Context: an optimization exercise on an open-source flow, tuned for small area. The choices shown serve that exercise and are no tape-out recipe.
RTL that was checked went through simulation tests only; none was proved equivalent to the original.
Only the layout flow was run in run 2; the RTL was not checked for function there.
Power is estimated from default activity; no workload was simulated.

==> flow/design.v, too long to show whole: its modules and the start of the top module <==
// module CM_Counter: 70 lines
// module CM_Config_Manager: 317 lines
// module CM_Assign_Data: 365 lines
// module CM: 98 lines
// module VGA_Config: 171 lines
// module VGA_Counter: 62 lines
// module VGA_Assign_color: 45 lines
// module VGA: 87 lines
// module cmvga: 45 lines
module cmvga(
	input clk,
	input rst_n,
	input Empty,
	input [7:0] RXD_Data,
	input c_ready_ext,
	input Vertical_Split,
	input Horizontal_Split,
	input VGA_debug,
	output HSYNC,
	output VSYNC,
	output [3:0] RED,
	output [3:0] GREEN,
	output [3:0] BLUE,
	output [3:0] c_addr,
	output [13:0] c_data,
	output c_valid,
	output [7:0] Config_Status,
	output [3:0] Config_Notification,
	output Config_Notification_Valid,
	output [3:0] Config_Error,
	output Error_Valid,
	output [3:0] VGA_Notification,
	output VGA_Notification_Valid);
  // ...
==> flow/run.sh <==
#!/bin/bash
# synth_recipe.tcl (not shown) runs the flow's synth.tcl, then flattens the netlist and writes it again
# the make line also repeats each setting of config.mk as NAME=value (left out here)
make -C /OpenROAD-flow-scripts/flow DESIGN_CONFIG=/design/flow/config.mk WORK_HOME=/design/flow/orfs CLKGATE_MAP_FILE= SYNTH_SCRIPT=/design/flow/synth_recipe.tcl finish
==> flow/config.mk <==
export PLATFORM = sky130hd
export DESIGN_NAME = cmvga
export DESIGN_NICKNAME = cmvga
export VERILOG_FILES = /design/flow/design.v
export SDC_FILE = /design/flow/constraint.sdc
export NUM_CORES = 4
export LEC_CHECK = 0
export CAP_MARGIN = 20
export CORE_MARGIN = 2
export CORE_UTILIZATION = 40
export PLACE_DENSITY = 0.6
export SLEW_MARGIN = 20
==> flow/constraint.sdc <==
create_clock -name core_clock -period 10.0 [get_ports {clk}]
set_input_delay 2.0000 -clock core_clock [delete_from_list [all_inputs] [get_ports {clk}]]
set_output_delay 2.0000 -clock core_clock [all_outputs]
set_load 0.01 [all_outputs]
==> run notes, run 1 <==
The flow ran to the end and the layout has no timing, DRC or antenna violations. The post-synthesis area per instance came out at 10.4 um^2. The switching share of power came out at 30.8%. The number of antenna diodes in the final layout is 1. The die outline height is 167 um. The fmax came out at 245 MHz. The combinational-cell power consumption is 0.499 mW. Non-clock buffering takes up 5.63% of total cell area after layout. The fill cell instance count of the final layout is 2422. The family with the most delay on the worst path is simple AND/OR/NAND/NOR gates. The total congestion overflow after global routing came out at 0. In this run the critical register-to-register path is launched from cm.assignCM.H_BackPorch_reg[3]$_DFFE_PN1P_. The final layout contains a sequential cell count of 205. The area of the core is 0.0261 mm^2.

The number of synthesized register bits came out at 205. The share of async-settable or async-resettable flops after synthesis came out at 100%. The register-to-register setup slack is 6.96 ns.

The wire length on met1 came out at 11600 um. The clock input transition at the sequential cells of the worst setup and hold paths is 0.06 ns. Across every metal layer, demand over resource in global routing totals 17.8%. The detailed placement HPWL is 17000 um. The netlist area before placement came out at 0.0106 mm^2. The chip width is 167 um. The worst setup path is captured at a flip-flop. The synthesized design spends more area on one cell type than any other, namely sky130_fd_sc_hd__dfrtp_1. The final cell count without fillers came out at 1433.

The register cell area after layout came out at 0.00514 mm^2. In this run, placement finished with an instance count of 1392. The total CTS buffers came out at 24. The critical path goes through clkdlybuf4s50_1 > nor4_2 > nor3b_2 > mux2_1. The met3 wire length is 1240 um. Summing the areas of all fa, ha and maj instances in the mapped netlist gives 7.65% of the synthesized area. Setup repair after global routing left no endpoint under its margin.

The power density of the placed cells came out at 202 mW/mm^2. Between clock sinks in the finished design, the worst skew comes to 0.0236 ns. The final-report setup violation count came out at 0. The number of buffers other than clock buffers in the final layout is 70. The static leakage power is 5.68 nW.
==> module cmvga, before the edit <==
module cmvga(
	input clk,
	input rst_n,
	input Empty,
	input [7:0] RXD_Data,
	input c_ready_ext,
	input Vertical_Split,
	input Horizontal_Split,
	input VGA_debug,
	output HSYNC,
	output VSYNC,
	output [3:0] RED,
	output [3:0] GREEN,
	output [3:0] BLUE,
	output [3:0] c_addr,
	output [13:0] c_data,
	output c_valid,
	output [7:0] Config_Status,
	output [3:0] Config_Notification,
	output Config_Notification_Valid,
	output [3:0] Config_Error,
	output Error_Valid,
	output [3:0] VGA_Notification,
	output VGA_Notification_Valid);
	wire [11:0] Data_VGA;
	wire c_ready_vga;
	CM cm(.clk(clk), .rst_n(rst_n),
		.Empty(Empty), .RXD_Data(RXD_Data),
		.c_ready(c_ready_ext & c_ready_vga), .c_addr(c_addr),
		.c_data(c_data), .c_valid(c_valid),
		.Vertical_Split(Vertical_Split), .Horizontal_Split(Horizontal_Split),
		.VGA_debug(VGA_debug),
		.HSync(HSYNC), .VSync(VSYNC),
		.Config_Status(Config_Status),
		.Config_Notification(Config_Notification), .Config_Notification_Valid(Config_Notification_Valid),
		.Config_Error(Config_Error), .Error_Valid(Error_Valid),
		.VGA_Notification(VGA_Notification), .VGA_Notification_Valid(VGA_Notification_Valid),
		.Data_VGA(Data_VGA));
	VGA vga(.clk(clk), .rst_n(rst_n),
		.data_in(Data_VGA),
		.c_valid(c_valid), .c_addr(c_addr),
		.c_data(c_data[1:0]), .c_ready(c_ready_vga),
		.RED(RED), .GREEN(GREEN), .BLUE(BLUE),
		.HSync(HSYNC), .VSync(VSYNC));
endmodule
==> inputs of run 2 (changes only) <==
==> flow/design.v (replaced) <==
module cmvga(
	input clk,
	input rst_n,
	input Empty,
	input [7:0] RXD_Data,
	input c_ready_ext,
	input Vertical_Split,
	input Horizontal_Split,
	input VGA_debug,
	output HSYNC,
	output VSYNC,
	output [3:0] RED,
	output [3:0] GREEN,
	output [3:0] BLUE,
	output [3:0] c_addr,
	output [13:0] c_data,
	output c_valid,
	output [7:0] Config_Status,
	output [3:0] Config_Notification,
	output Config_Notification_Valid,
	output [3:0] Config_Error,
	output Error_Valid,
	output [3:0] VGA_Notification,
	output VGA_Notification_Valid);
	localparam [2:0] S_IDLE  = 3'd0,
	                 S_READ  = 3'd1,
	                 S_PROC  = 3'd2,
	                 S_WNOT  = 3'd3,   
	                 S_WSIL  = 3'd4,   
	                 S_WERR  = 3'd5,   
	                 S_DELIV = 3'd6,
	                 S_ERR   = 3'd7;
	reg [2:0]  st;
	reg        cval, ev;
	reg [15:0] rxd;
	reg [3:0]  caddr;
	reg [13:0] cdata;
	reg [2:0]  cs_baud;
	reg        cs_par, cs_stop;
	reg [1:0]  cs_res;
	reg        cn_hi;
	reg [1:0]  cn_lo;
	reg [2:0]  ce;
	always @(posedge clk) begin
		if (st == S_IDLE && !Empty)
			rxd[15:8] <= RXD_Data;
		if (st == S_READ && !Empty)
			rxd[7:0] <= RXD_Data;
	end
	always @(posedge clk or negedge rst_n) begin
		if (!rst_n) begin
			st      <= S_IDLE;
			cval    <= 1'b0;
			ev      <= 1'b0;
			caddr   <= 4'b0000;
			cdata   <= 14'd0;
			cs_baud <= 3'b010;
			cs_par  <= 1'b0;
			cs_stop <= 1'b0;
			cs_res  <= 2'b00;
			cn_hi   <= 1'b0;
			cn_lo   <= 2'b00;
			ce      <= 3'b000;
		end else begin
			cval <= 1'b0;
			ev   <= 1'b0;
			case (st)
				S_IDLE:  if (!Empty) st <= S_READ;
				S_READ:  if (!Empty) st <= S_PROC;
				S_PROC: begin
					st <= S_WERR;
					if (rxd[15]) begin
						case (rxd[14:11])
							4'b0100: begin
								caddr <= 4'b0100;
								if (rxd[10:8] <= 3'd5) begin
									cdata[2:0] <= rxd[10:8];
									cs_baud <= rxd[10:8];
									cn_hi <= 1'b1; cn_lo <= 2'b00;
									st <= S_WNOT;
								end else
									ce <= 3'd4;
							end
							4'b1001: begin
								caddr <= 4'b1001;
								if (rxd[9:8] != 2'b01) begin
									cdata[1:0] <= rxd[9:8];
									cs_par <= rxd[8];
									cn_hi <= 1'b1; cn_lo <= 2'b01;
									st <= S_WNOT;
								end else
									ce <= 3'd5;
							end
							4'b0110: begin
								caddr <= 4'b0110;
								cdata[0] <= rxd[8];
								cs_stop <= rxd[8];
								cn_hi <= 1'b1; cn_lo <= 2'b10;
								st <= S_WNOT;
							end
							4'b1011: begin
								caddr <= 4'b1011;
								if (rxd[9:8] != 2'b11) begin
									cdata[1:0] <= rxd[9:8];
									cs_res <= rxd[9:8];
									cn_hi <= 1'b1; cn_lo <= 2'b11;
									st <= S_WNOT;
								end else
									ce <= 3'd7;
							end
							4'b1010: begin
								caddr <= 4'b1010;
								if (rxd[9:8] != 2'b11) begin
									cdata[2:0] <= {1'b0, rxd[9:8]};
									st <= S_WSIL;
								end else
									ce <= 3'd6;
							end
							default: ce <= 3'd3;
						endcase
					end else if (rxd[14]) begin
						ce <= 3'd3;
					end else begin
						caddr <= 4'b1000;
						cdata <= rxd[13:0];
						st <= S_WSIL;
					end
				end
				S_WNOT, S_WSIL: st <= S_DELIV;
				S_WERR: st <= S_ERR;
				S_DELIV: if (c_ready_ext) begin
					cval <= 1'b1;
					st <= S_IDLE;
				end
				S_ERR: begin
					ev <= 1'b1;
					st <= S_IDLE;
				end
			endcase
		end
	end
	assign c_addr = caddr;
	assign c_data = cdata;
	assign c_valid = cval;
	assign Config_Status = {cs_baud, 1'b0, cs_par, cs_stop, cs_res};
	assign Config_Notification = {cn_hi, cn_hi, cn_lo};
	assign Config_Notification_Valid = cval | (st == S_WNOT);
	assign Config_Error = {1'b0, ce};
	assign Error_Valid = ev;
	wire bus_res   = cval & caddr[1] & caddr[0];
	wire bus_col   = cval & caddr[3] & ~caddr[1] & ~caddr[0];
	wire bus_quad  = cval & caddr[3] & caddr[1] & ~caddr[0];
	reg [1:0]  vres;           
	reg        load;
	reg [11:0] hcnt;
	reg [9:0]  vcnt;
	reg        hs, vs, act;
	wire load_nxt = bus_res;
	wire clr = load | load_nxt;
	reg [11:0] h_max, h_sp1, h_lm, h_rm;
	reg [9:0]  v_max, v_sp1, v_lm, v_rm;
	reg [7:0]  h_off;
	always @* begin
		case (vres)
			2'b01: begin
				h_max = 12'd1056; h_sp1 = 12'd127; h_lm = 12'd212; h_rm = 12'd1016;
				v_max = 10'd628;  v_sp1 = 10'd3;   v_lm = 10'd27;  v_rm = 10'd627;
				h_off = 8'd128;
			end
			2'b10: begin
				h_max = 12'd2688; h_sp1 = 12'd135; h_lm = 12'd296; h_rm = 12'd1320;
				v_max = 10'd806;  v_sp1 = 10'd5;   v_lm = 10'd35;  v_rm = 10'd803;
				h_off = 8'd136;
			end
			default: begin
				h_max = 12'd800;  h_sp1 = 12'd95;  h_lm = 12'd144; h_rm = 12'd784;
				v_max = 10'd524;  v_sp1 = 10'd1;   v_lm = 10'd33;  v_rm = 10'd513;
				h_off = 8'd96;
			end
		endcase
	end
	wire h_end = (hcnt == h_max);
	wire h_rise = (hcnt == h_sp1);
	wire en_v = h_rise & ~clr;
	wire v_end = (vcnt == v_max);
	always @(posedge clk) begin
		if (clr | h_end)
			hcnt <= 12'd0;
		else
			hcnt <= hcnt + 12'd1;
		if (clr)
			vcnt <= 10'd0;
		else if (en_v)
			vcnt <= v_end ? 10'd0 : vcnt + 10'd1;
	end
	always @(posedge clk or negedge rst_n) begin
		if (!rst_n) begin
			vres <= 2'b00;
			load <= 1'b1;
			hs   <= 1'b0;
			vs   <= 1'b0;
			act  <= 1'b0;
		end else begin
			if (bus_res)
				vres <= cdata[1:0];
			load <= load_nxt;
			hs <= ~clr & (hs ? ~h_end : h_rise);
			if (clr)
				vs <= 1'b0;
			else if (en_v)
				vs <= vs ? ~v_end : (vcnt == v_sp1);
			act <= ~load & (hcnt >= h_lm) & (hcnt <= h_rm)
			             & (vcnt >= v_lm) & (vcnt <= v_rm);
		end
	end
	assign HSYNC = hs;
	assign VSYNC = vs;
	reg [1:0] cmres;          
	reg [9:0] cx, cy, iy;
	reg       vx, vy;
	reg [9:0] x_bp, x_fp, y_bp, y_fp, x_half, y_half;
	always @* begin
		case (cmres)
			2'b01: begin
				x_bp = 10'd87;  x_fp = 10'd799;  y_bp = 10'd22; y_fp = 10'd599;
				x_half = 10'd399; y_half = 10'd299;
			end
			2'b10: begin
				x_bp = 10'd159; x_fp = 10'd1023; y_bp = 10'd28; y_fp = 10'd767;
				x_half = 10'd511; y_half = 10'd383;
			end
			default: begin
				x_bp = 10'd47;  x_fp = 10'd639;  y_bp = 10'd30; y_fp = 10'd479;
				x_half = 10'd319; y_half = 10'd239;
			end
		endcase
	end
	wire [9:0] ix = hcnt[9:0] - {2'b00, h_off};
	wire in_x = (ix > x_bp) & (ix < x_fp);
	wire in_y = (iy > y_bp) & (iy < y_fp);
	always @(posedge clk) begin
		cx <= (hs & in_x) ? cx + 10'd1 : 10'd0;
		cy <= (vs & in_y) ? cy + 10'd1 : 10'd0;
		iy <= vs ? iy + 10'd1 : 10'd0;
	end
	always @(posedge clk or negedge rst_n) begin
		if (!rst_n) begin
			vx <= 1'b0;
			vy <= 1'b0;
		end else begin
			if (hs) vx <= in_x;
			if (vs) vy <= in_y;
		end
	end
	reg [11:0] col0, col1, col2, col3, dvga;
	reg [3:0]  cw;
	reg        dz;
	reg [1:0]  cur;
	reg        diff;
	reg        vn_hi;
	reg [1:0]  vn_lo;
	reg        vnv;
	wire xl = cx < x_half;
	wire yl = cy < y_half;
	wire right = ~xl & (cur[0] | VGA_debug);
	wire down  = ~yl & (cur[1] | VGA_debug);
	reg [11:0] pick;
	reg        pick_w;
	always @* begin
		case ({VGA_debug, down, right})
			3'b000: pick = col0;
			3'b001: pick = col1;
			3'b010: pick = col2;
			3'b011: pick = col3;
			3'b100: pick = 12'hF79;
			3'b101: pick = 12'hF60;
			3'b110: pick = 12'h7F9;
			default: pick = 12'h7F0;
		endcase
		case ({down, right})
			2'b00: pick_w = cw[0];
			2'b01: pick_w = cw[1];
			2'b10: pick_w = cw[2];
			default: pick_w = cw[3];
		endcase
	end
	wire sw = Horizontal_Split | Vertical_Split;
	wire [1:0] qnew = sw ? {Horizontal_Split, Vertical_Split} : cdata[1:0];
	wire qupd = ~VGA_debug & (sw | bus_quad);
	wire colw = ~VGA_debug & bus_col;
	wire dload = vx & vy;
	always @(posedge clk) begin
		if (colw & (cdata[13:12] == 2'b00)) col0 <= cdata[11:0];
		if (colw & (cdata[13:12] == 2'b01)) col1 <= cdata[11:0];
		if (colw & (cdata[13:12] == 2'b10)) col2 <= cdata[11:0];
		if (colw & (cdata[13:12] == 2'b11)) col3 <= cdata[11:0];
		if (dload) dvga <= pick;
	end
	always @(posedge clk or negedge rst_n) begin
		if (!rst_n) begin
			cmres <= 2'b00;
			cw <= 4'b0000;
			dz <= 1'b1;
			cur <= 2'b00;
			diff <= 1'b0;
			vn_hi <= 1'b0;
			vn_lo <= 2'b00;
			vnv <= 1'b0;
		end else begin
			if (~VGA_debug & bus_res)
				cmres <= cdata[1:0];
			if (colw)
				cw[cdata[13:12]] <= 1'b1;
			if (dload)
				dz <= ~VGA_debug & ~pick_w;
			if (qupd) begin
				cur <= qnew;
				diff <= (qnew != cur);
			end
			vnv <= ~VGA_debug & diff;
			if (~VGA_debug & diff) begin
				vn_hi <= 1'b1;
				vn_lo <= cur;
			end
		end
	end
	wire show = act & ~dz;
	assign VGA_Notification = {vn_hi, 1'b0, vn_lo};
	assign VGA_Notification_Valid = vnv;
	assign RED   = show ? dvga[3:0]  : 4'b0000;
	assign GREEN = show ? dvga[7:4]  : 4'b0000;
	assign BLUE  = show ? dvga[11:8] : 4'b0000;
endmodule
--- a/flow/config.mk
+++ b/flow/config.mk
@@ -8,5 +8,6 @@
 export CAP_MARGIN = 20
 export CORE_MARGIN = 2
 export CORE_UTILIZATION = 40
+export CTS_BUF_LIST = sky130_fd_sc_hd__clkbuf_8
 export PLACE_DENSITY = 0.6
 export SLEW_MARGIN = 20
==> run 2 against run 1 <==
Effect of this change: sequential power about the same; flip-flop and latch count shrank 19; core utilization fell by 1.7 points; clock skew decreased by 0.010 ns; maximum frequency down 2.0%; synthesized area shrank 12%; die area fell by 11%; total power is 12% lower; setup slack lost 0.083 ns; synthesized cell count is 15% lower.
==> run notes, run 2 <==
Status: timing/DRC/antenna clean (unchanged). The minimum period implied by the final worst setup slack is 4.17 ns (was 4.09 ns). The number of synthesized register bits came to 186 (was 205). The total CTS buffers came out at 17 (was 24). Top post-synthesis cells by area: sky130_fd_sc_hd__edfxtp_1, sky130_fd_sc_hd__dfrtp_1, sky130_fd_sc_hd__dfxtp_1 (was sky130_fd_sc_hd__dfrtp_1, sky130_fd_sc_hd__ha_1, sky130_fd_sc_hd__mux2_1). The post-placement setup slack is 5.35 ns (was 5.31 ns). The chip width is 157 um (was 167 um). The total congestion overflow after global routing was 0 (unchanged). The largest net degree at the start of global routing is 59 (was 96).

The depth of the most critical reg-to-reg path is 13 (was 8). The initial detailed-routing violation count came to 362 (was 406). The final clock skew is 0.0135 ns (was 0.0236 ns). The hold buffer count at CTS came out at 0 (unchanged).

The overall power is 2.19 mW (was 2.49 mW). The vias after detailed routing is 6539 (was 7653). The largest stage delay on the critical path is 0.81 ns (was 0.90 ns). The worst path setup slack after routing is 5.83 ns (was 5.91 ns). The number of global-route vias before repair is 6409 (was 7732). The max capacitance violation total came out at 0 (unchanged).

The routability congestion estimate from global placement came to 0.813 (was 0.890). The static leakage power is 4.22 nW (was 5.68 nW). The number of clock sinks is 186 (was 205). The worst voltage drop across the vdd grid was 0.117 mV (was 0.156 mV). The worst-case clock buffer depth came out at 2 (was 3).

The register area share after synthesis came to 50.8% (was 48.4%). The net count reported at finish is 987 (was 1163). The TritonCTS clock tree was done (unchanged).

The fmax is 240 MHz (was 245 MHz). Most frequent cells in the layout: sky130_fd_sc_hd__nor2_1, sky130_fd_sc_hd__edfxtp_1, sky130_fd_sc_hd__clkdlybuf4s50_1 (was sky130_fd_sc_hd__dfrtp_1, sky130_fd_sc_hd__nor2_1, sky130_fd_sc_hd__nand2_1). The final core area utilization came to 45.7% (was 47.5%). Ranking of synthesized cells by instance count: sky130_fd_sc_hd__edfxtp_1, sky130_fd_sc_hd__nor2_1, sky130_fd_sc_hd__dfrtp_1 (was sky130_fd_sc_hd__dfrtp_1, sky130_fd_sc_hd__nor2_1, sky130_fd_sc_hd__nand2_1). The mean number of vias per cell is 5.21 (was 5.34).

The top-area cell type share of the netlist area was 24.3% (was 46.2%). The combined buffer and inverter count along the critical path came out at 2 (was 1). The library cell used as clock root buffer is sky130_fd_sc_hd__clkbuf_8 (was sky130_fd_sc_hd__clkbuf_16). The final-report setup violation count is 0 (unchanged). The global-route wire length before repair was 33400 um (was 41100 um).

The number of cells on the worst hold path came out at 1 (unchanged). The initial antenna violation count is 2 (unchanged). The clock input transition at the sequential cells of the worst setup and hold paths came out at 0.10 ns (was 0.06 ns).

The insertion delay to the later sink of the worst-skew pair is 0.46 ns (was 0.53 ns). The count of cells resized by post-cts repair is 0 (unchanged). The number of enable-type register cells in the synthesized netlist is 76 (was 0). The count of mapped cells out of synthesis is 869 (was 1017). The total of buffers placed on input and output ports came out at 67 (unchanged). The global-route usage over all layers is 17.1% (was 17.8%).

The maximum level of the CTS H-tree is 4 (was 1). The first element of the critical path is VGA_debug (unchanged). The count of standard-cell rows is 56 (was 59). The wire length per cell is 16.0 um (was 16.7 um). The warning count from the yosys run was 1 (was 6). The die footprint came out at 0.0247 mm^2 (was 0.0279 mm^2). The number of antenna cells inserted is 0 (was 1). The launch point of the worst reg-to-reg path is vres[0]$_DFFE_PN0P_ (was cm.assignCM.H_BackPorch_reg[3]$_DFFE_PN1P_).

The die outline height came out at 157 um (was 167 um). Unrepaired setup endpoints after global routing: no (unchanged). The register-to-register setup slack is 6.14 ns (was 6.96 ns). The worst max-slew margin expressed relative to the limit came out at 33.8% (was 30.9%). The power density of the placed cells came out at 206 mW/mm^2 (was 202 mW/mm^2). The dominant register cell in the synthesized netlist was sky130_fd_sc_hd__edfxtp_1 (was sky130_fd_sc_hd__dfrtp_1). Ordered cell list for the critical path: clkdlybuf4s50_1 > nor2_1 > a21oi_1 > a2bb2oi_2 > buf_4 > mux2i_1 > a22o_1 > a221oi_2 (was clkdlybuf4s50_1 > nor4_2 > nor3b_2 > mux2_1). The share of async-settable or async-resettable flops after synthesis came out at 31.2% (was 100%). The total routed wirelength is 20000 um (was 24000 um). The data arrival time of the critical path came out at 4.35 ns (was 4.49 ns).

The startpoint of the worst hold path was iy[0]$_SDFF_PN0_ (was cm.counterH.Count_reg[0]$_DFF_PN0_). The family with the most delay on the worst path was buffers and inverters (was simple AND/OR/NAND/NOR gates). The number of buffers added for setup after CTS came out at 0 (unchanged). The number of flip-flops under the largest register name is 16 (unchanged).

The setup TNS came out at 0 ns (unchanged). The detailed placement HPWL came out at 14300 um (was 17000 um). The final-report hold violation count came out at 0 (unchanged). The share of final-layout standard cells stronger than drive strength 1 is 8.45% (was 9.39%). The number of optimization iterations in the first detailed-route pass is 5 (was 4). The area growth from synthesis to layout is 13.2% (was 16.4%). The type of destination of the critical path is a flip-flop (unchanged).

The cell with the biggest individual delay on the critical path is sky130_fd_sc_hd__clkdlybuf4s50_1 (was sky130_fd_sc_hd__nor3b_2). The worst path required time came out at 10.18 ns (was 10.40 ns). The endpoint of the most critical register-to-register path is cx[9]$_SDFF_PN0_ (was cm.assignCM.Data_VGA_reg[11]$_DFFE_PN0P_).

The largest area contributor in the netlist is sky130_fd_sc_hd__edfxtp_1 (was sky130_fd_sc_hd__dfrtp_1). The final period utilization is 41.7% (was 40.9%). The sink of the worst hold path is iy[0]$_SDFF_PN0_ (was cm.counterH.Count_reg[0]$_DFF_PN0_). The area of the core was 0.0233 mm^2 (was 0.0261 mm^2). The maximum fanout count along the critical path came out at 21 (was 14). The type of the most critical hold path was flip-flop to flip-flop (unchanged). The remaining antenna violation count after routing is 0 (unchanged). The effective utilization at floorplan came out at 40.4% (was 40.8%). The count of unresolved DRC violations after routing came out at 0 (unchanged).

The transition time of the tightest slew-check pin is 0.990 ns (was 1.03 ns). The post-synthesis area per instance is 10.8 um^2 (was 10.4 um^2). The category of the most critical setup path was input port to flip-flop (unchanged). The netlist area before placement is 0.00940 mm^2 (was 0.0106 mm^2). The total count of max-transition violations in the final report came out at 0 (unchanged). The critical path launch point type is an input port (unchanged). The number of unique standard cell types used by synthesis is 82 (was 75). The number of top-level pins was 71 (unchanged). The path length in cells of the critical path was 8 (was 4).
## run 2: where the power goes
part / switching, mW / internal (mW)
clock: 0.280 / 0.178
combinational: 0.315 / 0.319
sequential: 0.160 / 0.935
total: 0.756 / 1.43
## run 2: worst register-to-register path, delay by kind of cell, from the launching register on
| family | cells | cell delay [ns] |
|---|---|---|
| DFF | 1 | 0.38 |
| adders and majority gates | 3 | 1.26 |
| AOI/OAI and AO/OA | 6 | 1.68 |
| buffers and inverters | 2 | 0.23 |
| and+or+nand+nor | 2 | 0.17 |
## run 2: cell type report
| type | count | area, um^2 |
|---|---|---|
| well taps | 319 | 399 |
| clock inverters | 15 | 121 |
| repair buffers | 71 | 696 |
| inverters | 37 | 139 |
| clock buffers | 17 | 234 |
| fillers | 2250 | 12600 |
| flip-flops and latches | 186 | 4780 |
| multi-input cells | 609 | 4270 |
## run 2: logic make-up (layout without fill, tap and decap cells)
logic type,after synthesis,after routing,synth area share [%]
muxes,45,45,5.39
buffers and inverters,76,140,3.85
DFF,186,186,50.8
other,1,3,0.0399
and+or+nand+nor,311,311,17.6
adders and majority gates,51,51,6.77
AOI/OAI and AO/OA,145,145,10.5
xor gates and xnor gates,54,54,5.03
## run 2: how the worst max path moves through the flow
stage and to:
6_report dvga[7]$_DFFE_PP_, 5_1_grt dvga[7]$_DFFE_PP_, 4_1_cts RED[3], 3_5_place_dp dvga[7]$_DFFE_PP_, 3_3_place_gp dvga[7]$_DFFE_PP_, 2_1_floorplan col0[0]$_DFFE_PP_
## run 2: stage by stage
step	instances	hold WS [ns]	instance area, um^2
finish	1254	0.477	10600
global route	1254	0.496	10600
CTS	1254	0.480	10600
detailed placement	1222	0.454	10300
global placement	1222	0.448	10300
floorplan	871	0.426	9410
## run 2: metal layers
metal | vias to the layer above | GRT usage, % | wire length, um
li1 | 3238 | - | -
met1 | 3155 | 24.6 | 9920
met2 | 127 | 25.7 | 8980
met3 | 15 | 4.54 | 964
met4 | 4 | 4.37 | 146
met5 | - | 0 | 27
==> inputs of run 3 (changes only) <==
--- a/flow/design.v
+++ b/flow/design.v
@@ -253,8 +253,6 @@
 		end
 	end
 	reg [11:0] col0, col1, col2, col3, dvga;
-	reg [3:0]  cw;
-	reg        dz;
 	reg [1:0]  cur;
 	reg        diff;
 	reg        vn_hi;
@@ -265,7 +263,6 @@
 	wire right = ~xl & (cur[0] | VGA_debug);
 	wire down  = ~yl & (cur[1] | VGA_debug);
 	reg [11:0] pick;
-	reg        pick_w;
 	always @* begin
 		case ({VGA_debug, down, right})
 			3'b000: pick = col0;
@@ -277,30 +274,15 @@
 			3'b110: pick = 12'h7F9;
 			default: pick = 12'h7F0;
 		endcase
-		case ({down, right})
-			2'b00: pick_w = cw[0];
-			2'b01: pick_w = cw[1];
-			2'b10: pick_w = cw[2];
-			default: pick_w = cw[3];
-		endcase
 	end
 	wire sw = Horizontal_Split | Vertical_Split;
 	wire [1:0] qnew = sw ? {Horizontal_Split, Vertical_Split} : cdata[1:0];
 	wire qupd = ~VGA_debug & (sw | bus_quad);
-	wire colw = ~VGA_debug & bus_col;
-	wire dload = vx & vy;
-	always @(posedge clk) begin
-		if (colw & (cdata[13:12] == 2'b00)) col0 <= cdata[11:0];
-		if (colw & (cdata[13:12] == 2'b01)) col1 <= cdata[11:0];
-		if (colw & (cdata[13:12] == 2'b10)) col2 <= cdata[11:0];
-		if (colw & (cdata[13:12] == 2'b11)) col3 <= cdata[11:0];
-		if (dload) dvga <= pick;
-	end
 	always @(posedge clk or negedge rst_n) begin
 		if (!rst_n) begin
 			cmres <= 2'b00;
-			cw <= 4'b0000;
-			dz <= 1'b1;
+			col0 <= 12'd0; col1 <= 12'd0; col2 <= 12'd0; col3 <= 12'd0;
+			dvga <= 12'd0;
 			cur <= 2'b00;
 			diff <= 1'b0;
 			vn_hi <= 1'b0;
@@ -309,10 +291,14 @@
 		end else begin
 			if (~VGA_debug & bus_res)
 				cmres <= cdata[1:0];
-			if (colw)
-				cw[cdata[13:12]] <= 1'b1;
-			if (dload)
-				dz <= ~VGA_debug & ~pick_w;
+			if (~VGA_debug & bus_col) begin
+				case (cdata[13:12])
+					2'b00: col0 <= cdata[11:0];
+					2'b01: col1 <= cdata[11:0];
+					2'b10: col2 <= cdata[11:0];
+					2'b11: col3 <= cdata[11:0];
+				endcase
+			end
 			if (qupd) begin
 				cur <= qnew;
 				diff <= (qnew != cur);
@@ -322,12 +308,13 @@
 				vn_hi <= 1'b1;
 				vn_lo <= cur;
 			end
+			if (vx & vy)
+				dvga <= pick;
 		end
 	end
-	wire show = act & ~dz;
 	assign VGA_Notification = {vn_hi, 1'b0, vn_lo};
 	assign VGA_Notification_Valid = vnv;
-	assign RED   = show ? dvga[3:0]  : 4'b0000;
-	assign GREEN = show ? dvga[7:4]  : 4'b0000;
-	assign BLUE  = show ? dvga[11:8] : 4'b0000;
+	assign RED   = act ? dvga[3:0]  : 4'b0000;
+	assign GREEN = act ? dvga[7:4]  : 4'b0000;
+	assign BLUE  = act ? dvga[11:8] : 4'b0000;
 endmodule
--- a/flow/config.mk
+++ b/flow/config.mk
@@ -8,6 +8,5 @@
 export CAP_MARGIN = 20
 export CORE_MARGIN = 2
 export CORE_UTILIZATION = 40
-export CTS_BUF_LIST = sky130_fd_sc_hd__clkbuf_8
 export PLACE_DENSITY = 0.6
 export SLEW_MARGIN = 20
==> run 3 against run 2 <==
Effect of this change: routed wire length grew 6.1%; core utilization grew 1.4 points; clock skew shrank 0.0034 ns; critical endpoint is now col0[7]$_DFFE_PN0P_; largest cell class is now multi-input combinational cells; largest power group unchanged.
==> run notes, run 3 <==
The total routed wirelength was 21300 um (was 20000 um). The largest net degree at the start of global routing came out at 76 (was 59). The worst voltage drop across the vdd grid is 0.108 mV (was 0.117 mV).

The routability congestion estimate from global placement is 0.798 (was 0.813). The static leakage power is 4.81 nW (was 4.22 nW). The top-area cell type share of the netlist area is 29.3% (was 24.3%). The insertion delay to the later sink of the worst-skew pair came out at 0.44 ns (was 0.46 ns). The family with the most delay on the worst path is simple AND/OR/NAND/NOR gates (was buffers and inverters). The final-report setup violation count came to 0 (unchanged).

The power density of the placed cells was 241 mW/mm^2 (was 206 mW/mm^2). The number of synthesized register bits is 181 (was 186). The transition time of the tightest slew-check pin is 0.967 ns (was 0.990 ns). The total of buffers placed on input and output ports came to 67 (unchanged). The wire length per cell is 16.0 um (about the same). The initial antenna violation count came out at 2 (unchanged). Unrepaired setup endpoints after global routing: no (unchanged). The share of async-settable or async-resettable flops after synthesis is 62.4% (was 31.2%). The overall power was 2.66 mW (was 2.19 mW).

The clock input transition at the sequential cells of the worst setup and hold paths is 0.08 ns (was 0.10 ns). The number of buffers added for setup after CTS was 0 (unchanged). Ordered cell list for the critical path: clkdlybuf4s50_1 > nor3_1 > nor3b_2 > mux2_2 (was clkdlybuf4s50_1 > nor2_1 > a21oi_1 > a2bb2oi_2 > buf_4 > mux2i_1 > a22o_1 > a221oi_2). The most frequent standard cell in the layout excluding fill and tap cells is sky130_fd_sc_hd__dfrtp_1.

The final-report hold violation count is 0 (unchanged). The die footprint came out at 0.0250 mm^2 (was 0.0247 mm^2). The global-route wire length before repair came to 35400 um (was 33400 um). The hold buffer count at CTS is 0 (unchanged).

The remaining antenna violation count after routing came out at 0 (unchanged). The die outline height came out at 158 um (was 157 um). The total congestion overflow after global routing is 0 (unchanged).

The number of clock sinks was 181 (was 186). The number of optimization iterations in the first detailed-route pass is 5 (unchanged). The worst path required time is 10.32 ns (was 10.18 ns). The setup TNS is 0 ns (unchanged). The combined buffer and inverter count along the critical path is 1 (was 2). The effective utilization at floorplan is 40.5% (was 40.4%). The share of final-layout standard cells stronger than drive strength 1 is 12.2% (was 8.45%). The type of the most critical hold path is flip-flop to flip-flop (unchanged). The final clock skew is 0.0101 ns (was 0.0135 ns).

The number of unique standard cell types used by synthesis is 83 (was 82). Status: timing/DRC/antenna clean (unchanged). Ranking of synthesized cells by instance count: sky130_fd_sc_hd__dfrtp_1, sky130_fd_sc_hd__nor2_1, sky130_fd_sc_hd__nand2_1 (was sky130_fd_sc_hd__edfxtp_1, sky130_fd_sc_hd__nor2_1, sky130_fd_sc_hd__dfrtp_1). The dominant register cell in the synthesized netlist is sky130_fd_sc_hd__dfrtp_1 (was sky130_fd_sc_hd__edfxtp_1). The detailed placement HPWL is 15400 um (was 14300 um). The type of destination of the critical path is a flip-flop (unchanged). The warning count from the yosys run came out at 1 (unchanged). The mean number of vias per cell is 5.21 (about the same). The post-synthesis area per instance came to 10.1 um^2 (was 10.8 um^2). The cell with the biggest individual delay on the critical path is sky130_fd_sc_hd__nor3b_2 (was sky130_fd_sc_hd__clkdlybuf4s50_1). The library cell used as clock root buffer is sky130_fd_sc_hd__clkbuf_16 (was sky130_fd_sc_hd__clkbuf_8). The data arrival time of the critical path was 4.50 ns (was 4.35 ns).

The global-route usage over all layers is 18.0% (was 17.1%). The count of cells resized by post-cts repair came out at 0 (unchanged). The number of enable-type register cells in the synthesized netlist came out at 16 (was 76).

The worst-case clock buffer depth is 2 (unchanged). The area of the core is 0.0234 mm^2 (was 0.0233 mm^2). Yosys instantiated no cell more often than sky130_fd_sc_hd__dfrtp_1. The area growth from synthesis to layout came out at 16.3% (was 13.2%). The fmax is 239 MHz (was 240 MHz). The count of mapped cells out of synthesis came out at 942 (was 869). The post-placement setup slack is 5.36 ns (was 5.35 ns). The total CTS buffers is 17 (unchanged). The number of global-route vias before repair came out at 6846 (was 6409). The largest stage delay on the critical path is 0.79 ns (was 0.81 ns). The worst-case hold slack is 0.464 ns (was 0.477 ns). The chip width came to 158 um (was 157 um). The maximum level of the CTS H-tree is 4 (unchanged). The final period utilization came out at 41.8% (was 41.7%). The total count of max-transition violations in the final report came to 0 (unchanged). The minimum period implied by the final worst setup slack is 4.18 ns (was 4.17 ns).

The net count reported at finish came out at 1058 (was 987). Top post-synthesis cells by area: sky130_fd_sc_hd__dfrtp_1, sky130_fd_sc_hd__dfxtp_1, sky130_fd_sc_hd__mux2_2 (was sky130_fd_sc_hd__edfxtp_1, sky130_fd_sc_hd__dfrtp_1, sky130_fd_sc_hd__dfxtp_1). The count of standard-cell rows came out at 56 (unchanged). The register area share after synthesis is 45.9% (was 50.8%). Most frequent cells in the layout: sky130_fd_sc_hd__dfrtp_1, sky130_fd_sc_hd__nor2_1, sky130_fd_sc_hd__clkdlybuf4s50_1 (was sky130_fd_sc_hd__nor2_1, sky130_fd_sc_hd__edfxtp_1, sky130_fd_sc_hd__clkdlybuf4s50_1).

The number of top-level pins was 71 (unchanged). The largest area contributor in the netlist is sky130_fd_sc_hd__dfrtp_1 (was sky130_fd_sc_hd__edfxtp_1). The count of unresolved DRC violations after routing was 0 (unchanged). The category of the most critical setup path is input port to flip-flop (unchanged). The initial detailed-routing violation count is 311 (was 362).

The max capacitance violation total is 0 (unchanged). The vias after detailed routing is 6918 (was 6539). The worst max-slew margin expressed relative to the limit came out at 35.6% (was 33.8%). The worst path setup slack after routing came out at 5.82 ns (was 5.83 ns). The number of flip-flops under the largest register name is 16 (unchanged). The maximum fanout count along the critical path was 20 (was 21). The critical path launch point type is an input port (unchanged). The final core area utilization is 47.2% (was 45.7%). The netlist area before placement came to 0.00949 mm^2 (was 0.00940 mm^2).

The TritonCTS clock tree is done (unchanged).
[run 3: cell count changes in the layout (fill, tap and decap cells not counted), sizes merged, moves of 6 or more]
cell	change
or2	-11
nor4	-9
o21ai	+10
clkinv	+6
dfrtp	+56
mux2i	-9
o221a	+6
nand3	+7
nand2	+12
edfxtp	-60
mux2	+47
[run 3: cell type report]
cell class	instances	area, um^2
inverters	43	161
diodes	2	5.00
clock inverters	15	211
multi-input cells	677	4770
fillers	2268	12400
well taps	319	399
clock buffers	17	425
repair buffers	73	713
flip-flops and latches	181	4350
[run 3: worst paths after layout]
path	slack [ns]	start	end	cells after the start
max	5.82	VGA_debug	col0[7]$_DFFE_PN0P_	4
min	0.46	cy[0]$_SDFF_PN0_	cy[0]$_SDFF_PN0_	1
max reg2reg	6.04	vres[0]$_DFFE_PN0P_	vx$_DFFE_PN0P_	13
min reg2reg	0.46	cy[0]$_SDFF_PN0_	cy[0]$_SDFF_PN0_	1
max in group asynchronous	7.14	rst_n	vn_hi$_DFFE_PN0P_	2
min in group asynchronous	1.52	rst_n	dvga[9]$_DFFE_PN0P_	1
[run 3: per-stage QoR]
step           cell area, um^2  cells
2_1_floorplan             9490    944
4_1_cts                  11000   1325
6_report                 11000   1327
3_5_place_dp             10400   1293
5_1_grt                  11000   1325
3_3_place_gp             10400   1293
[run 3: report_power, final]
group          leakage [nW]  internal (mW)  switching [mW]
clock network         0.305          0.349           0.354
registers              2.04          0.907           0.202
logic                  2.47          0.422           0.424
total                  4.81           1.68           0.980
[run 3: per-layer routing]
layer | vias to the layer above | part of all wire (%) | GRT usage (%)
li1 | 3469 | - | -
met3 | 21 | 4.3 | 4.63
met4 | 2 | 1.2 | 5.19
met1 | 3315 | 49 | 25.0
met5 | - | 0.052 | 0
met2 | 111 | 45 | 27.7
[run 3: worst register-to-register path, delay by kind of cell (launching register included)]
family | cells | cell delay [ns]
compound gates | 6 | 1.82
flops | 1 | 0.38
simple gates | 2 | 0.25
fa+ha+maj | 3 | 1.11
buf+inv | 2 | 0.23
[run 3: cell families after synthesis]
group           after synthesis  share of synthesized area [%]
simple gates                316                           17.0
flops                       181                           45.9
compound gates              171                           12.0
buf+inv                      86                           4.00
mux                          80                           9.30
xor+xnor                     57                           5.26
fa+ha+maj                    50                           6.59
other cells                   1                         0.0395
==> inputs of run 4 (changes only) <==
--- a/flow/design.v
+++ b/flow/design.v
@@ -22,6 +22,45 @@
 	output Error_Valid,
 	output [3:0] VGA_Notification,
 	output VGA_Notification_Valid);
+	wire bus_res, bus_col, bus_quad;
+	wire [9:0] ix;
+	wire hs, vs, act, vx, vy, xl, yl;
+	cm_cmd u_cmd(.clk(clk), .rst_n(rst_n), .Empty(Empty), .RXD_Data(RXD_Data),
+		.c_ready_ext(c_ready_ext), .c_addr(c_addr), .c_data(c_data), .c_valid(c_valid),
+		.Config_Status(Config_Status), .Config_Notification(Config_Notification),
+		.Config_Notification_Valid(Config_Notification_Valid),
+		.Config_Error(Config_Error), .Error_Valid(Error_Valid),
+		.bus_res(bus_res), .bus_col(bus_col), .bus_quad(bus_quad));
+	vga_tim u_vga(.clk(clk), .rst_n(rst_n), .bus_res(bus_res), .cdata(c_data[1:0]),
+		.hs(hs), .vs(vs), .act(act), .ix(ix));
+	cm_pos u_pos(.clk(clk), .rst_n(rst_n), .res_wr(bus_res & ~VGA_debug), .cdata(c_data[1:0]),
+		.hs(hs), .vs(vs), .ix(ix), .vx(vx), .vy(vy), .xl(xl), .yl(yl));
+	cm_dat u_dat(.clk(clk), .rst_n(rst_n), .VGA_debug(VGA_debug),
+		.Horizontal_Split(Horizontal_Split), .Vertical_Split(Vertical_Split),
+		.bus_col(bus_col), .bus_quad(bus_quad), .cdata(c_data),
+		.vx(vx), .vy(vy), .xl(xl), .yl(yl), .act(act),
+		.RED(RED), .GREEN(GREEN), .BLUE(BLUE),
+		.VGA_Notification(VGA_Notification), .VGA_Notification_Valid(VGA_Notification_Valid));
+	assign HSYNC = hs;
+	assign VSYNC = vs;
+endmodule
+module cm_cmd(
+	input clk,
+	input rst_n,
+	input Empty,
+	input [7:0] RXD_Data,
+	input c_ready_ext,
+	output [3:0] c_addr,
+	output [13:0] c_data,
+	output c_valid,
+	output [7:0] Config_Status,
+	output [3:0] Config_Notification,
+	output Config_Notification_Valid,
+	output [3:0] Config_Error,
+	output Error_Valid,
+	output bus_res,
+	output bus_col,
+	output bus_quad);
 	localparam [2:0] S_IDLE  = 3'd0,
 	                 S_READ  = 3'd1,
 	                 S_PROC  = 3'd2,
@@ -147,42 +186,47 @@
 	assign Config_Notification_Valid = cval | (st == S_WNOT);
 	assign Config_Error = {1'b0, ce};
 	assign Error_Valid = ev;
-	wire bus_res   = cval & caddr[1] & caddr[0];
-	wire bus_col   = cval & caddr[3] & ~caddr[1] & ~caddr[0];
-	wire bus_quad  = cval & caddr[3] & caddr[1] & ~caddr[0];
+	assign bus_res  = cval & caddr[1] & caddr[0];
+	assign bus_col  = cval & caddr[3] & ~caddr[1] & ~caddr[0];
+	assign bus_quad = cval & caddr[3] & caddr[1] & ~caddr[0];
+endmodule
+module vga_tim(
+	input clk,
+	input rst_n,
+	input bus_res,
+	input [1:0] cdata,
+	output reg hs,
+	output reg vs,
+	output reg act,
+	output [9:0] ix);
 	reg [1:0]  vres;           
 	reg        load;
 	reg [11:0] hcnt;
 	reg [9:0]  vcnt;
-	reg        hs, vs, act;
 	wire load_nxt = bus_res;
 	wire clr = load | load_nxt;
-	reg [11:0] h_max, h_sp1, h_lm, h_rm;
-	reg [9:0]  v_max, v_sp1, v_lm, v_rm;
-	reg [7:0]  h_off;
-	always @* begin
-		case (vres)
-			2'b01: begin
-				h_max = 12'd1056; h_sp1 = 12'd127; h_lm = 12'd212; h_rm = 12'd1016;
-				v_max = 10'd628;  v_sp1 = 10'd3;   v_lm = 10'd27;  v_rm = 10'd627;
-				h_off = 8'd128;
-			end
-			2'b10: begin
-				h_max = 12'd2688; h_sp1 = 12'd135; h_lm = 12'd296; h_rm = 12'd1320;
-				v_max = 10'd806;  v_sp1 = 10'd5;   v_lm = 10'd35;  v_rm = 10'd803;
-				h_off = 8'd136;
-			end
-			default: begin
-				h_max = 12'd800;  h_sp1 = 12'd95;  h_lm = 12'd144; h_rm = 12'd784;
-				v_max = 10'd524;  v_sp1 = 10'd1;   v_lm = 10'd33;  v_rm = 10'd513;
-				h_off = 8'd96;
-			end
-		endcase
-	end
-	wire h_end = (hcnt == h_max);
-	wire h_rise = (hcnt == h_sp1);
+	wire r2 = vres[1];
+	wire r1 = vres[0];
+	wire h_end = r2 ? (hcnt[11] & hcnt[9] & hcnt[7]) :
+	             r1 ? (hcnt[10] & hcnt[5]) :
+	                  (hcnt[9] & hcnt[8] & hcnt[5]);
+	wire v_end = r2 ? (vcnt[9] & vcnt[8] & vcnt[5] & vcnt[2] & vcnt[1]) :
+	             r1 ? (vcnt[9] & vcnt[6] & vcnt[5] & vcnt[4] & vcnt[2]) :
+	                  (vcnt[9] & vcnt[3] & vcnt[2]);
+	wire h_rise = ~hs & (r2 ? (hcnt[7] & hcnt[2] & hcnt[1] & hcnt[0]) :
+	                     r1 ? (&hcnt[6:0]) :
+	                          (hcnt[6] & (&hcnt[4:0])));
+	wire v_rise = r2 ? (vcnt[2] & vcnt[0]) :
+	              r1 ? (vcnt[1] & vcnt[0]) :
+	                   vcnt[0];
 	wire en_v = h_rise & ~clr;
-	wire v_end = (vcnt == v_max);
+	wire h_in = r2 ? (hcnt >= 12'd296 && hcnt <= 12'd1320) :
+	            r1 ? (hcnt >= 12'd212 && hcnt <= 12'd1016) :
+	                 (hcnt >= 12'd144 && hcnt <= 12'd784);
+	wire v_in = r2 ? (vcnt >= 10'd35 && vcnt <= 10'd803) :
+	            r1 ? (vcnt >= 10'd27 && vcnt <= 10'd627) :
+	                 (vcnt >= 10'd33 && vcnt <= 10'd513);
+	wire [7:0] h_off = r2 ? 8'd136 : r1 ? 8'd128 : 8'd96;
 	always @(posedge clk) begin
 		if (clr | h_end)
 			hcnt <= 12'd0;
@@ -208,36 +252,34 @@
 			if (clr)
 				vs <= 1'b0;
 			else if (en_v)
-				vs <= vs ? ~v_end : (vcnt == v_sp1);
-			act <= ~load & (hcnt >= h_lm) & (hcnt <= h_rm)
-			             & (vcnt >= v_lm) & (vcnt <= v_rm);
+				vs <= vs ? ~v_end : v_rise;
+			act <= ~load & h_in & v_in;
 		end
 	end
-	assign HSYNC = hs;
-	assign VSYNC = vs;
+	assign ix = hcnt[9:0] - {2'b00, h_off};
+endmodule
+module cm_pos(
+	input clk,
+	input rst_n,
+	input res_wr,
+	input [1:0] cdata,
+	input hs,
+	input vs,
+	input [9:0] ix,
+	output reg vx,
+	output reg vy,
+	output xl,
+	output yl);
 	reg [1:0] cmres;          
 	reg [9:0] cx, cy, iy;
-	reg       vx, vy;
-	reg [9:0] x_bp, x_fp, y_bp, y_fp, x_half, y_half;
-	always @* begin
-		case (cmres)
-			2'b01: begin
-				x_bp = 10'd87;  x_fp = 10'd799;  y_bp = 10'd22; y_fp = 10'd599;
-				x_half = 10'd399; y_half = 10'd299;
-			end
-			2'b10: begin
-				x_bp = 10'd159; x_fp = 10'd1023; y_bp = 10'd28; y_fp = 10'd767;
-				x_half = 10'd511; y_half = 10'd383;
-			end
-			default: begin
-				x_bp = 10'd47;  x_fp = 10'd639;  y_bp = 10'd30; y_fp = 10'd479;
-				x_half = 10'd319; y_half = 10'd239;
-			end
-		endcase
-	end
-	wire [9:0] ix = hcnt[9:0] - {2'b00, h_off};
-	wire in_x = (ix > x_bp) & (ix < x_fp);
-	wire in_y = (iy > y_bp) & (iy < y_fp);
+	wire c2 = cmres[1];
+	wire c1 = cmres[0];
+	wire in_x = c2 ? (ix > 10'd159 && ix != 10'd1023) :
+	            c1 ? (ix > 10'd87 && ix < 10'd799) :
+	                 (ix > 10'd47 && ix < 10'd639);
+	wire in_y = c2 ? (iy > 10'd28 && iy < 10'd767) :
+	            c1 ? (iy > 10'd22 && iy < 10'd599) :
+	                 (iy > 10'd30 && iy < 10'd479);
 	always @(posedge clk) begin
 		cx <= (hs & in_x) ? cx + 10'd1 : 10'd0;
 		cy <= (vs & in_y) ? cy + 10'd1 : 10'd0;
@@ -247,22 +289,48 @@
 		if (!rst_n) begin
 			vx <= 1'b0;
 			vy <= 1'b0;
+			cmres <= 2'b00;
 		end else begin
+			if (res_wr)
+				cmres <= cdata[1:0];
 			if (hs) vx <= in_x;
 			if (vs) vy <= in_y;
 		end
 	end
+	assign xl = c2 ? (cx < 10'd511) : c1 ? (cx < 10'd399) : (cx < 10'd319);
+	assign yl = c2 ? (cy < 10'd383) : c1 ? (cy < 10'd299) : (cy < 10'd239);
+endmodule
+module cm_dat(
+	input clk,
+	input rst_n,
+	input VGA_debug,
+	input Horizontal_Split,
+	input Vertical_Split,
+	input bus_col,
+	input bus_quad,
+	input [13:0] cdata,
+	input vx,
+	input vy,
+	input xl,
+	input yl,
+	input act,
+	output [3:0] RED,
+	output [3:0] GREEN,
+	output [3:0] BLUE,
+	output [3:0] VGA_Notification,
+	output VGA_Notification_Valid);
 	reg [11:0] col0, col1, col2, col3, dvga;
+	reg [3:0]  cw;
+	reg        dz;
 	reg [1:0]  cur;
 	reg        diff;
 	reg        vn_hi;
 	reg [1:0]  vn_lo;
 	reg        vnv;
-	wire xl = cx < x_half;
-	wire yl = cy < y_half;
 	wire right = ~xl & (cur[0] | VGA_debug);
 	wire down  = ~yl & (cur[1] | VGA_debug);
 	reg [11:0] pick;
+	reg        pick_w;
 	always @* begin
 		case ({VGA_debug, down, right})
 			3'b000: pick = col0;
@@ -274,31 +342,39 @@
 			3'b110: pick = 12'h7F9;
 			default: pick = 12'h7F0;
 		endcase
+		case ({down, right})
+			2'b00: pick_w = cw[0];
+			2'b01: pick_w = cw[1];
+			2'b10: pick_w = cw[2];
+			default: pick_w = cw[3];
+		endcase
 	end
 	wire sw = Horizontal_Split | Vertical_Split;
 	wire [1:0] qnew = sw ? {Horizontal_Split, Vertical_Split} : cdata[1:0];
 	wire qupd = ~VGA_debug & (sw | bus_quad);
+	wire colw = ~VGA_debug & bus_col;
+	wire dload = vx & vy;
+	always @(posedge clk) begin
+		if (colw & (cdata[13:12] == 2'b00)) col0 <= cdata[11:0];
+		if (colw & (cdata[13:12] == 2'b01)) col1 <= cdata[11:0];
+		if (colw & (cdata[13:12] == 2'b10)) col2 <= cdata[11:0];
+		if (colw & (cdata[13:12] == 2'b11)) col3 <= cdata[11:0];
+		if (dload) dvga <= pick;
+	end
 	always @(posedge clk or negedge rst_n) begin
 		if (!rst_n) begin
-			cmres <= 2'b00;
-			col0 <= 12'd0; col1 <= 12'd0; col2 <= 12'd0; col3 <= 12'd0;
-			dvga <= 12'd0;
+			cw <= 4'b0000;
+			dz <= 1'b1;
 			cur <= 2'b00;
 			diff <= 1'b0;
 			vn_hi <= 1'b0;
 			vn_lo <= 2'b00;
 			vnv <= 1'b0;
 		end else begin
-			if (~VGA_debug & bus_res)
-				cmres <= cdata[1:0];
-			if (~VGA_debug & bus_col) begin
-				case (cdata[13:12])
-					2'b00: col0 <= cdata[11:0];
-					2'b01: col1 <= cdata[11:0];
-					2'b10: col2 <= cdata[11:0];
-					2'b11: col3 <= cdata[11:0];
-				endcase
-			end
+			if (colw)
+				cw[cdata[13:12]] <= 1'b1;
+			if (dload)
+				dz <= ~VGA_debug & ~pick_w;
 			if (qupd) begin
 				cur <= qnew;
 				diff <= (qnew != cur);
@@ -308,13 +384,12 @@
 				vn_hi <= 1'b1;
 				vn_lo <= cur;
 			end
-			if (vx & vy)
-				dvga <= pick;
 		end
 	end
+	wire show = act & ~dz;
 	assign VGA_Notification = {vn_hi, 1'b0, vn_lo};
 	assign VGA_Notification_Valid = vnv;
-	assign RED   = act ? dvga[3:0]  : 4'b0000;
-	assign GREEN = act ? dvga[7:4]  : 4'b0000;
-	assign BLUE  = act ? dvga[11:8] : 4'b0000;
+	assign RED   = show ? dvga[3:0]  : 4'b0000;
+	assign GREEN = show ? dvga[7:4]  : 4'b0000;
+	assign BLUE  = show ? dvga[11:8] : 4'b0000;
 endmodule
--- a/flow/config.mk
+++ b/flow/config.mk
@@ -8,5 +8,6 @@
 export CAP_MARGIN = 20
 export CORE_MARGIN = 2
 export CORE_UTILIZATION = 40
+export CTS_BUF_LIST = sky130_fd_sc_hd__clkbuf_8
 export PLACE_DENSITY = 0.6
 export SLEW_MARGIN = 20
==> run 4 against run 3 <==
Effect of this change: still clean; flip-flop and latch count up 5; global-route usage down 0.61 points; core utilization down 0.22 points; design area down 9.8%; die area down 8.0%; sequential share of layout area up 8.5 points; routed wire length down 10%.
==> run notes, run 4 <==
Status: timing/DRC/antenna clean (unchanged). The power density of the placed cells came out at 218 mW/mm^2 (was 241 mW/mm^2). The die footprint came to 0.0230 mm^2 (was 0.0250 mm^2). The total congestion overflow after global routing is 0 (unchanged). The largest area contributor in the netlist is sky130_fd_sc_hd__edfxtp_1 (was sky130_fd_sc_hd__dfrtp_1). The fill cell instance count of the final layout is 1992 (was 2268). The worst-case clock buffer depth is 2 (unchanged). The net load switching power is 0.724 mW (was 0.980 mW). The max capacitance violation total is 0 (unchanged). The chip width came out at 152 um (was 158 um). The insertion delay to the later sink of the worst-skew pair came out at 0.47 ns (was 0.44 ns).

The net count reported at finish came out at 903 (was 1058). The initial antenna violation count is 1 (was 2). The most frequently used cell type in the post-synthesis netlist is sky130_fd_sc_hd__nor2_1 (was sky130_fd_sc_hd__dfrtp_1). The vias after detailed routing came out at 6211 (was 6918). The final core area utilization is 46.9% (was 47.2%). The final clock skew came out at 0.0129 ns (was 0.0101 ns). The minimum period implied by the final worst setup slack came out at 4.33 ns (was 4.18 ns). The transition time of the tightest slew-check pin was 1.05 ns (was 0.967 ns). The post-synthesis area per instance came out at 10.6 um^2 (was 10.1 um^2). The area of the core came to 0.0212 mm^2 (was 0.0234 mm^2). The top-area cell type share of the netlist area came to 26.2% (was 29.3%).

Most frequent cells in the layout: sky130_fd_sc_hd__nor2_1, sky130_fd_sc_hd__edfxtp_1, sky130_fd_sc_hd__clkdlybuf4s50_1 (was sky130_fd_sc_hd__dfrtp_1, sky130_fd_sc_hd__nor2_1, sky130_fd_sc_hd__clkdlybuf4s50_1). The count of mapped cells out of synthesis is 824 (was 942). The area growth from synthesis to layout came out at 14.4% (was 16.3%). The clock input transition at the sequential cells of the worst setup and hold paths is 0.10 ns (was 0.08 ns). The share of power burned in combinational logic came out at 25.2% (was 31.8%). The register area share after synthesis came out at 54.9% (was 45.9%).

The share of async-settable or async-resettable flops after synthesis came to 31.2% (was 62.4%). The number of enable-type register cells in the synthesized netlist was 76 (was 16). The total placed instance area came out at 0.00956 mm^2 (was 0.0104 mm^2).

The type of destination of the critical path is a flip-flop (unchanged). The wire length per cell is 16.4 um (was 16.0 um). The family with the most delay on the worst path is compound AO/OA/AOI/OAI gates (was simple AND/OR/NAND/NOR gates). The static leakage power came out at 3.77 nW (was 4.81 nW). The number of global-route vias before repair is 5955 (was 6846). The final-report setup violation count is 0 (unchanged).

The die outline height is 152 um (was 158 um). The maximum level of the CTS H-tree is 4 (unchanged). The number of clock sinks is 186 (was 181). The largest net degree at the start of global routing is 59 (was 76). The global-route wire length before repair came out at 31200 um (was 35400 um).

Ranking of synthesized cells by instance count: sky130_fd_sc_hd__nor2_1, sky130_fd_sc_hd__edfxtp_1, sky130_fd_sc_hd__nand2_1 (was sky130_fd_sc_hd__dfrtp_1, sky130_fd_sc_hd__nor2_1, sky130_fd_sc_hd__nand2_1). The count of standard-cell rows came to 53 (was 56). The total count of max-transition violations in the final report came out at 0 (unchanged). The worst path required time came to 10.20 ns (was 10.32 ns). The total internal power was 1.44 mW (was 1.68 mW). The part of the total power dissipated in the clock network is 23.5% (was 26.5%). The worst path setup slack after routing is 5.67 ns (was 5.82 ns).

The warning count from the yosys run is 4 (was 1). The worst-case hold slack was 0.469 ns (was 0.464 ns). The remaining antenna violation count after routing was 0 (unchanged). The worst voltage drop across the vdd grid came to 0.109 mV (was 0.108 mV). The critical path launch point type is an input port (unchanged). The setup TNS was 0 ns (unchanged). The count of unresolved DRC violations after routing is 0 (unchanged). The number of optimization iterations in the first detailed-route pass came to 5 (unchanged).

The fmax came out at 231 MHz (was 239 MHz). The TritonCTS clock tree was done (unchanged). The final design instance area without fill is 0.00996 mm^2 (was 0.0110 mm^2). The netlist area before placement is 0.00870 mm^2 (was 0.00949 mm^2). The number of top-level pins came out at 71 (unchanged). The number of flip-flops under the largest register name came to 16 (unchanged). The final period utilization is 43.3% (was 41.8%). The switching share of power is 33.4% (was 36.9%). The post-placement setup slack is 5.28 ns (was 5.36 ns). The largest stage delay on the critical path is 0.99 ns (was 0.79 ns). The mean number of vias per cell is 5.35 (was 5.21).

The most frequent standard cell in the layout excluding fill and tap cells was sky130_fd_sc_hd__nor2_1 (was sky130_fd_sc_hd__dfrtp_1). Top post-synthesis cells by area: sky130_fd_sc_hd__edfxtp_1, sky130_fd_sc_hd__dfrtp_1, sky130_fd_sc_hd__dfxtp_1 (was sky130_fd_sc_hd__dfrtp_1, sky130_fd_sc_hd__dfxtp_1, sky130_fd_sc_hd__mux2_2). The effective utilization at floorplan came out at 41.0% (was 40.5%). Ordered cell list for the critical path: clkdlybuf4s50_1 > o21ai_1 > nor2_1 > a32oi_1 > o211ai_1 (was clkdlybuf4s50_1 > nor3_1 > nor3b_2 > mux2_2). The detailed placement HPWL is 13400 um (was 15400 um). The overall power came out at 2.17 mW (was 2.66 mW).

The total of buffers placed on input and output ports came out at 67 (unchanged). The final cell count without fillers was 1161 (was 1327). The proportion of power drawn by flip-flops and latches is 51.3% (was 41.7%). The final-report hold violation count came out at 0 (unchanged).

The number of buffers added for setup after CTS is 0 (unchanged). The routability congestion estimate from global placement is 0.832 (was 0.798). The number of unique standard cell types used by synthesis was 72 (was 83). The data arrival time of the critical path is 4.53 ns (was 4.50 ns). The instance count after placement with tap cells included is 1128 (was 1293). The count of cells resized by post-cts repair came out at 0 (unchanged).

The initial detailed-routing violation count came out at 551 (was 311). The global-route usage over all layers came out at 17.4% (was 18.0%). The total CTS buffers is 17 (unchanged). The total routed wirelength is 19000 um (was 21300 um). The library cell used as clock root buffer is sky130_fd_sc_hd__clkbuf_8 (was sky130_fd_sc_hd__clkbuf_16). The number of synthesized register bits is 186 (was 181). The category of the most critical setup path is input port to flip-flop (unchanged). The dominant register cell in the synthesized netlist is sky130_fd_sc_hd__edfxtp_1 (was sky130_fd_sc_hd__dfrtp_1). The cell with the biggest individual delay on the critical path is sky130_fd_sc_hd__o21ai_1 (was sky130_fd_sc_hd__nor3b_2). The type of the most critical hold path is flip-flop to flip-flop (unchanged). The worst max-slew margin expressed relative to the limit was 29.6% (was 35.6%). The combined buffer and inverter count along the critical path is 1 (unchanged). Unrepaired setup endpoints after global routing: no (unchanged). The maximum fanout count along the critical path is 18 (was 20). The share of final-layout standard cells stronger than drive strength 1 is 8.81% (was 12.2%).

The hold buffer count at CTS is 0 (unchanged).
## run 4: changes by cell type after synthesis, moves of 10 or more
cell,before,now
sky130_fd_sc_hd__edfxtp_1,16,76
sky130_fd_sc_hd__dfrtp_1,111,55
sky130_fd_sc_hd__ha_1,50,16
sky130_fd_sc_hd__mux2_2,60,27
sky130_fd_sc_hd__nand3_1,41,30
sky130_fd_sc_hd__a21oi_1,43,33
## run 4: worst paths after layout
check                                               start                           end  slack (ns)  cells after the start
worst min-delay path               u_pos.cy[0]$_SDFF_PN0_        u_pos.cy[0]$_SDFF_PN0_        0.47                      1
worst max-delay path                            VGA_debug       u_dat.dvga[8]$_DFFE_PP_        5.67                      5
max in group asynchronous                           rst_n           u_vga.act$_DFF_PN0_        7.82                      2
worst min register to register     u_pos.cy[0]$_SDFF_PN0_        u_pos.cy[0]$_SDFF_PN0_        0.47                      1
min in group asynchronous                           rst_n  u_cmd.cs_baud[2]$_DFFE_PN0P_        1.66                      2
worst max register to register  u_vga.vres[0]$_DFFE_PN0P_          u_pos.vx$_DFFE_PN0P_        6.25                      9
## run 4: cell type report
| class | count | area (um^2) | area share [%] |
|---|---|---|---|
| flip-flops and latches | 186 | 4780 | 48.0 |
| multi-input cells | 560 | 3610 | 36.2 |
| repair buffers | 70 | 688 | 6.91 |
| well taps | 275 | 344 | 3.45 |
| clock buffers | 17 | 234 | 2.35 |
| clock inverters | 15 | 168 | 1.68 |
| inverters | 37 | 139 | 1.39 |
| diodes | 1 | 2.50 | 0.0251 |
## run 4: kinds of logic (layout without fill, tap and decap cells)
logic type / count (synthesis) / in the layout / share of synthesized area (%)
AOI/OAI and AO/OA: 155 / 155 / 11.9
xor gates and xnor gates: 42 / 42 / 4.23
adders and majority gates: 16 / 16 / 2.30
buffers and inverters: 80 / 139 / 3.95
DFF: 186 / 186 / 54.9
muxes: 40 / 40 / 5.00
other: 1 / 4 / 0.0431
and+or+nand+nor: 304 / 304 / 17.7
## run 4: power by group through the flow
stage	Sequential, mW	Combinational (mW)	Clock [mW]
3_3_place_gp	1.13	0.537	0
5_1_grt	1.14	0.605	0.555
2_1_floorplan	1.06	0.354	0
4_1_cts	1.11	0.548	0.522
6_report	1.11	0.546	0.510
3_5_place_dp	1.13	0.542	0
## run 4: metal layers
| layer | wire (um) | track usage (%) | up-vias | part of all wire [%] |
|---|---|---|---|---|
| met2 | 8230 | 25.7 | 161 | 43 |
| met5 | 0 | 0 | - | 0 |
| met4 | 209 | 4.07 | 0 | 1.1 |
| li1 | - | - | 3058 | - |
| met3 | 1040 | 4.61 | 17 | 5.5 |
| met1 | 9570 | 25.5 | 2975 | 50 |

[separate check: timing with driven ports]
Ports are ideal in the flow. The routed layouts listed here were re-timed in OpenROAD.
Step 1, drivers: a clkbuf_16 drives clk and a buf_2 each remaining input, both assumed.
Step 2, shift: input delay + t, output delay - t, t = (earliest + latest rising clock arrival at the registers) / 2. This alone moves slack from input paths to output paths.
a / b / c = no drivers / after step 1 / after step 2; a / b = the first two.
| run | t (ns) | slack for setup (ns) | worst hold slack (ns) |
|---|---|---|---|
| run 1 | 0.566 | 5.913 / 5.914 / 5.348 | 0.459 / 0.459 / 0.459 |
| run 2 | 0.495 | 5.830 / 5.833 / 5.346 | 0.477 / 0.477 / 0.477 |
| run 3 | 0.477 | 5.823 / 5.807 / 5.329 | 0.464 / 0.464 / 0.464 |
| run 4 | 0.502 | 5.672 / 5.646 / 5.144 | 0.469 / 0.469 / 0.469 |
After both steps every run listed still meets setup and hold. The setup slack of run 1, which loses most, moves by +0.001 ns with the drivers and by -0.565 ns with both steps.
